Context: an optimization exercise on an open-source flow, tuned for small area, a short achievable clock period and few clock cycles per item. The choices shown serve that exercise and are no tape-out recipe. RTL that was checked went through simulation tests only; none was proved equivalent to the original. Power figures rest on the tool's default switching activity, not on a simulated workload.

Design rank_order, start of the top module:
module rank_order(
	input iClk,
	input iRst_n,
	input iValid,
	output oReady,
	input [3:0] iOrder,
	input [7:0] iNum1, iNum2, iNum3,
	input [7:0] iNum4, iNum5, iNum6,
	input [7:0] iNum7, iNum8, iNum9,
	output reg [7:0] oValue,
	output reg oValid
);
For scale: ~1200 cells after synthesis, about 120 flip-flops, about 89 I/O pins, roughly 9300 um2 of cells after synthesis.
clock: 5.0 ns
lec_check: 0
cap_margin: 20
core_margin: 2
core_utilization: 40
slew_margin: 20
run.sh (not shown) runs the stock make flow with config.mk's settings and CLKGATE_MAP_FILE= SYNTH_SCRIPT=/design/flow/synth_recipe.tcl, a recipe that flattens the netlist after the stock synthesis.
Change:
==> flow/flow/run.sh (new file) <==
#!/bin/bash
# Standard ORFS layout, with plain buffers on the ports and free cell swaps in repair.
set -euo pipefail
bash standard.sh "BUFFER_PORTS_ARGS=-buffer_cell sky130_fd_sc_hd__buf_2" MATCH_CELL_FOOTPRINT=0 finish > standard.log 2>&1
==> flow/standard.sh (new file) <==
#!/bin/bash
# synth_recipe.tcl (not shown) runs the flow's synth.tcl, then flattens the netlist and writes it again
# the make line also repeats each setting of config.mk as NAME=value (left out here)
make -C /OpenROAD-flow-scripts/flow DESIGN_CONFIG=/design/flow/config.mk WORK_HOME=/design/flow/orfs CLKGATE_MAP_FILE= SYNTH_SCRIPT=/design/flow/synth_recipe.tcl "${@:-finish}"
removed: flow/run.sh
Outcome: Cell area is lower by a few percent; clock-buffer cell count stays the same; non-clock buffer count is lower by 10; die area is unchanged; synthesized area stays the same; fmax is higher by a few percent; clock skew is higher by 3.1 ps; setup slack is better by 170 ps.
No functional check of the RTL was part of any run of this note.

* * *

## P
Another version of the RTL of rank_order (not shown whole).
Size in the first run: about 950 cells after synthesis, roughly 130 flip-flops, about 89 I/O pins, about 7800 um^2 of cells after synthesis.
Settings: LEC_CHECK=0, CAP_MARGIN=20, CORE_MARGIN=2, CORE_UTILIZATION=40, CTS_BUF_LIST=sky130_fd_sc_hd__clkbuf_4 sky130_fd_sc_hd__clkbuf_8, GPL_TIMING_DRIVEN=0, SETUP_SLACK_MARGIN=2.6, SLEW_MARGIN=20; clock period 5.0 ns.
standard.sh (not shown) runs the stock make flow with config.mk's settings and CLKGATE_MAP_FILE= SYNTH_SCRIPT=/design/flow/synth_recipe.tcl, a recipe that flattens the netlist after the stock synthesis.
==> flow/flow/run.sh <==
#!/bin/bash
# Standard ORFS layout (the standard.sh) with three changes:
#  - synthesis is the standard flow's own script, except that the final ABC mapping uses
#    flow/abc_delay.script (delay-targeted mapping) instead of ORFS's speed script;
#  - the port buffers are plain buf_2 cells;
#  - repair may swap cells across footprints.
set -euo pipefail
work=$(pwd)
export MY_ABC_SCRIPT=$work/flow/abc_delay.script
export FLOW_SYNTH_TCL=$work/synth_recipe.tcl
bash standard.sh "SYNTH_SCRIPT=$work/flow/synth.tcl" \
  "BUFFER_PORTS_ARGS=-buffer_cell sky130_fd_sc_hd__buf_2" MATCH_CELL_FOOTPRINT=0 \
  finish > standard.log 2>&1
==> flow/flow/abc_delay.script <==
strash
dch
map -D 1500
topo
buffer -c
upsize -c -D 1500
dnsize -c -D 1500
==> flow/flow/synth.tcl <==
# The standard flow's synthesis script, with the final ABC call pointed at our own ABC script.
proc abc {args} {
  set i [lsearch -exact $args -script]
  if {$i >= 0} { lset args [expr {$i + 1}] $::env(MY_ABC_SCRIPT) }
  yosys abc {*}$args
}
source $::env(FLOW_SYNTH_TCL)
P: all stages complete, timing, DRC and antenna checks passed
Testbench counts of P, summed over its fixed seeds: cycles 9,616, items 9,600.
#### Input delta (Q over P)
# P
export LEC_CHECK = 0
export CAP_MARGIN = 20
export CORE_MARGIN = 2
export CORE_UTILIZATION = 40
export CTS_BUF_LIST = sky130_fd_sc_hd__clkbuf_4 sky130_fd_sc_hd__clkbuf_8
export GPL_TIMING_DRIVEN = 0
export SETUP_SLACK_MARGIN = 2.6
export SLEW_MARGIN = 20
create_clock -name core_clock -period 5.0 [get_ports {iClk}]
# Q
export LEC_CHECK = 0
export CAP_MARGIN = 20
export CORE_MARGIN = 2
export CORE_UTILIZATION = 40
export CTS_BUF_LIST = sky130_fd_sc_hd__clkbuf_4 sky130_fd_sc_hd__clkbuf_8
export SETUP_SLACK_MARGIN = 2.0
export SLEW_MARGIN = 20
create_clock -name core_clock -period 5.0 [get_ports {iClk}]
Findings:
Total wirelength of the detailed-routed design, Q vs P: down by a few percent. Taking P as 1.0, Q lands at 0.843 on design area. Sequential cell count of the final layout came out exactly the same in Q and P. The run showing the greater count of non-filler cells in the finished layout is P. Between P and Q, the clock skew figures differ only marginally. Re fraction of the cycle the final worst path needs: Q and P aren't equal, and the lower value belongs to P.
Input changes introduced in R (baseline for comparison: Q):
# Q
export LEC_CHECK = 0
export CAP_MARGIN = 20
export CORE_MARGIN = 2
export CORE_UTILIZATION = 40
export CTS_BUF_LIST = sky130_fd_sc_hd__clkbuf_4 sky130_fd_sc_hd__clkbuf_8
export SETUP_SLACK_MARGIN = 2.0
export SLEW_MARGIN = 20
create_clock -name core_clock -period 5.0 [get_ports {iClk}]
# R
export LEC_CHECK = 0
export CAP_MARGIN = 20
export CORE_MARGIN = 2
export CORE_UTILIZATION = 40
export CTS_BUF_LIST = sky130_fd_sc_hd__clkbuf_4 sky130_fd_sc_hd__clkbuf_8
export SETUP_SLACK_MARGIN = 2.5
export SLEW_MARGIN = 20
create_clock -name core_clock -period 5.0 [get_ports {iClk}]
--- outcome ---
- From R to Q, gate count of the mapped netlist did not move at all.
- Of R and Q, it is R that has the higher smallest setup slack after layout.
- Q -> R: wire length increased by a few percent
- Origin of the worst setup path: iNum2[1] -> Q, iNum6[3] -> R

* * *

rank_order again, from the RTL that the note above started with.
## rank_order
module rank_order(
	input iClk,
	input iRst_n,
	input iValid,
	output oReady,
	input [3:0] iOrder,
	input [7:0] iNum1, iNum2, iNum3,
	input [7:0] iNum4, iNum5, iNum6,
	input [7:0] iNum7, iNum8, iNum9,
	output reg [7:0] oValue,
	output reg oValid
);
==> flow/config.mk <==
export PLATFORM = sky130hd
export DESIGN_NAME = rank_order
export DESIGN_NICKNAME = rank_order
export VERILOG_FILES = /design/flow/design.v
export SDC_FILE = /design/flow/constraint.sdc
export NUM_CORES = 4
export LEC_CHECK = 0
export CAP_MARGIN = 20
export CORE_MARGIN = 2
export CORE_UTILIZATION = 40
export CTS_BUF_LIST = sky130_fd_sc_hd__clkbuf_4 sky130_fd_sc_hd__clkbuf_8
export SETUP_SLACK_MARGIN = 2.8
export SLEW_MARGIN = 20
==> flow/constraint.sdc <==
create_clock -name core_clock -period 5.0 [get_ports {iClk}]
set_input_delay 1.0000 -clock core_clock [delete_from_list [all_inputs] [get_ports {iClk}]]
set_output_delay 1.0000 -clock core_clock [all_outputs]
set_load 0.01 [all_outputs]
Scripts as last shown in full above: flow/flow/run.sh, flow/flow/abc_delay.script, flow/flow/synth.tcl
Testbench counts at the start, summed over its fixed seeds: cycles 9,616, items 9,600.
==> next run, changes <==
- SETUP_SLACK_MARGIN: 2.8 -> 2.6
Cell area is lower by 11%. Utilization fell by 6.7 points. Sequential cell count does not change. Via count drops by 5.4%. Synthesized cell count stays the same. Non-clock buffer count came out lower by 49. Power goes down by 6.1%. Cell count fell by 3.9%. Clock-buffer cell count falls by 1. Worst setup slack gains 35 ps. Combinational power shrinks by 11%.
==> next run, changes <==
- CORE_UTILIZATION: 40 -> 50
The new run finished with timing, DRC and antenna clean. Setup slack degrades by 79 ps. Design area shrinks by 2.3%. Clock skew hardly moves. Fmax shrinks by 3.2%. Power shrinks by 1.7%. Non-clock buffer count shrinks by 8. Die area shrinks by 19%.
==> next run, changes <==
- CORE_UTILIZATION: 50 -> 40
- SETUP_SLACK_MARGIN: 2.6 -> 2.4
The new run went through all stages and came out clean.
Utilization falls by 15 points.
Hold slack gets better by 7.8 ps.
Register-to-register slack is about the same.
Final area falls by 5.0%.

* * *

JK:
Another version of the RTL of rank_order (not shown whole).
Size in the first run: ~950 cells after synthesis, about 8000 sq um of cells after synthesis.
// rank_order
module rank_order(
	input iClk,
	input iRst_n,
	input iValid,
	output oReady,
	input [3:0] iOrder,
	input [7:0] iNum1, iNum2, iNum3,
	input [7:0] iNum4, iNum5, iNum6,
	input [7:0] iNum7, iNum8, iNum9,
	output reg [7:0] oValue,
	output reg oValid
);
clock: 5.0 ns
lec_check: 0
cap_margin: 20
core_margin: 2
core_utilization: 40
cts_buf_list: sky130_fd_sc_hd__clkbuf_4 sky130_fd_sc_hd__clkbuf_8
setup_slack_margin: 2.2
slew_margin: 20
Scripts as last shown in full above: flow/flow/run.sh, flow/flow/abc_delay.script, flow/flow/synth.tcl
JK was carried through to the last stage, and its layout satisfied the timing, DRC and antenna checks.
Testbench counts of JK, summed over its fixed seeds: cycles 9,616, items 9,600.
Modified inputs, MS compared to JK
- swapping 40 for 55 in CORE_UTILIZATION
- swapping 2.2 for 2.6 in SETUP_SLACK_MARGIN
### Flow results
On critical path depth: between JK and MS, it ends up higher for MS. Relative to JK, share of the cycle needed by the critical path after routing decreased by 5.9 points in MS. Where total wire length after detailed routing is concerned, JK is better than MS. MS vs JK, number of gates given a new drive strength after cts went up by 82. JK → MS: worst-case vdd ir drop +68%; initial antenna violation count -1.

* * *

Setup of lane 1:
Another version of the RTL of rank_order (not shown whole).
Size: roughly 1200 cells after synthesis, about 120 flip-flops.
==> flow/config.mk <==
export PLATFORM = sky130hd
export DESIGN_NAME = rank_order
export DESIGN_NICKNAME = rank_order
export VERILOG_FILES = /design/flow/design.v
export SDC_FILE = /design/flow/constraint.sdc
export NUM_CORES = 4
export LEC_CHECK = 0
export CAP_MARGIN = 20
export CORE_MARGIN = 2
export CORE_UTILIZATION = 40
export CTS_BUF_LIST = sky130_fd_sc_hd__clkbuf_4 sky130_fd_sc_hd__clkbuf_8
export SETUP_SLACK_MARGIN = 2.2
export SLEW_MARGIN = 20
==> flow/constraint.sdc <==
create_clock -name core_clock -period 5.0 [get_ports {iClk}]
set_input_delay 1.0000 -clock core_clock [delete_from_list [all_inputs] [get_ports {iClk}]]
set_output_delay 1.0000 -clock core_clock [all_outputs]
set_load 0.01 [all_outputs]
==> flow/flow/run.sh <==
#!/bin/bash
# Standard ORFS layout, with plain buffers on the ports and free cell swaps in repair.
set -euo pipefail
bash standard.sh "BUFFER_PORTS_ARGS=-buffer_cell sky130_fd_sc_hd__buf_2" MATCH_CELL_FOOTPRINT=0 finish > standard.log 2>&1
In summary, lane 1 completed successfully, with a layout that passed the timing, DRC and antenna checks.
Testbench counts of lane 1, summed over its fixed seeds: cycles 9,616, items 9,600.
The following lists how lane 2 was set up differently from lane 1:
Settings: SETUP_SLACK_MARGIN: 2.2 -> unset; CTS_BUF_LIST: sky130_fd_sc_hd__clkbuf_4 sky130_fd_sc_hd__clkbuf_8 -> unset.
--- outcome ---
- Setup slack after placement: lane 2 > lane 1
- On wire length of the first global-routing pass: lane 2 sits above lane 1.
- Reported for lane 1 and lane 2, adder and majority cell fraction of the synthesized area turned out identical to the last digit.
- Across both runs, critical path depth in cells was higher for lane 2 than for lane 1.

==> port drivers added, routing unchanged <==
No port has a modelled driver above. Below, the same layouts with a new extraction and two added sets of constraints.
Step 1, drivers: a clkbuf_16 drives iClk and a buf_2 each remaining input, both assumed.
Step 2 times the ports against the registers' clock, not the clock port: input delays grow and output delays shrink by t, the midpoint of the rising clock arrivals with the driver on.
Slacks: no drivers / after step 1 / after step 2; pairs: no drivers / after step 1.
run	shift t [ns]	setup slack, ns	worst setup path after step 2
the first run of note 1	0.475	1.422 / 1.422 / 1.417	input to register
the second run of note 1	0.470	1.594 / 1.594 / 1.594	register to register
P	0.492	2.528 / 2.547 / 2.057	input to register
Q	0.481	2.202 / 2.220 / 1.739	input to register
R	0.481	2.452 / 2.461 / 1.979	input to register
the first run of note 3	0.481	2.556 / 2.556 / 2.138	input to register
the second run of note 3	0.479	2.592 / 2.595 / 2.115	input to register
the third run of note 3	0.477	2.513 / 2.513 / 2.139	input to register
the fourth run of note 3	0.490	2.405 / 2.422 / 1.932	input to register
JK	0.499	2.195 / 2.216 / 1.716	input to register
MS	0.512	2.491 / 2.491 / 2.081	input to register
lane 1	0.490	1.962 / 1.962 / 1.867	input to register
lane 2	0.459	1.429 / 1.429 / 1.429	register to register
After both steps setup and hold are still met in every run listed. For JK, which loses most, drivers alone change the setup slack by +0.021 ns; drivers and shift together by -0.479 ns.
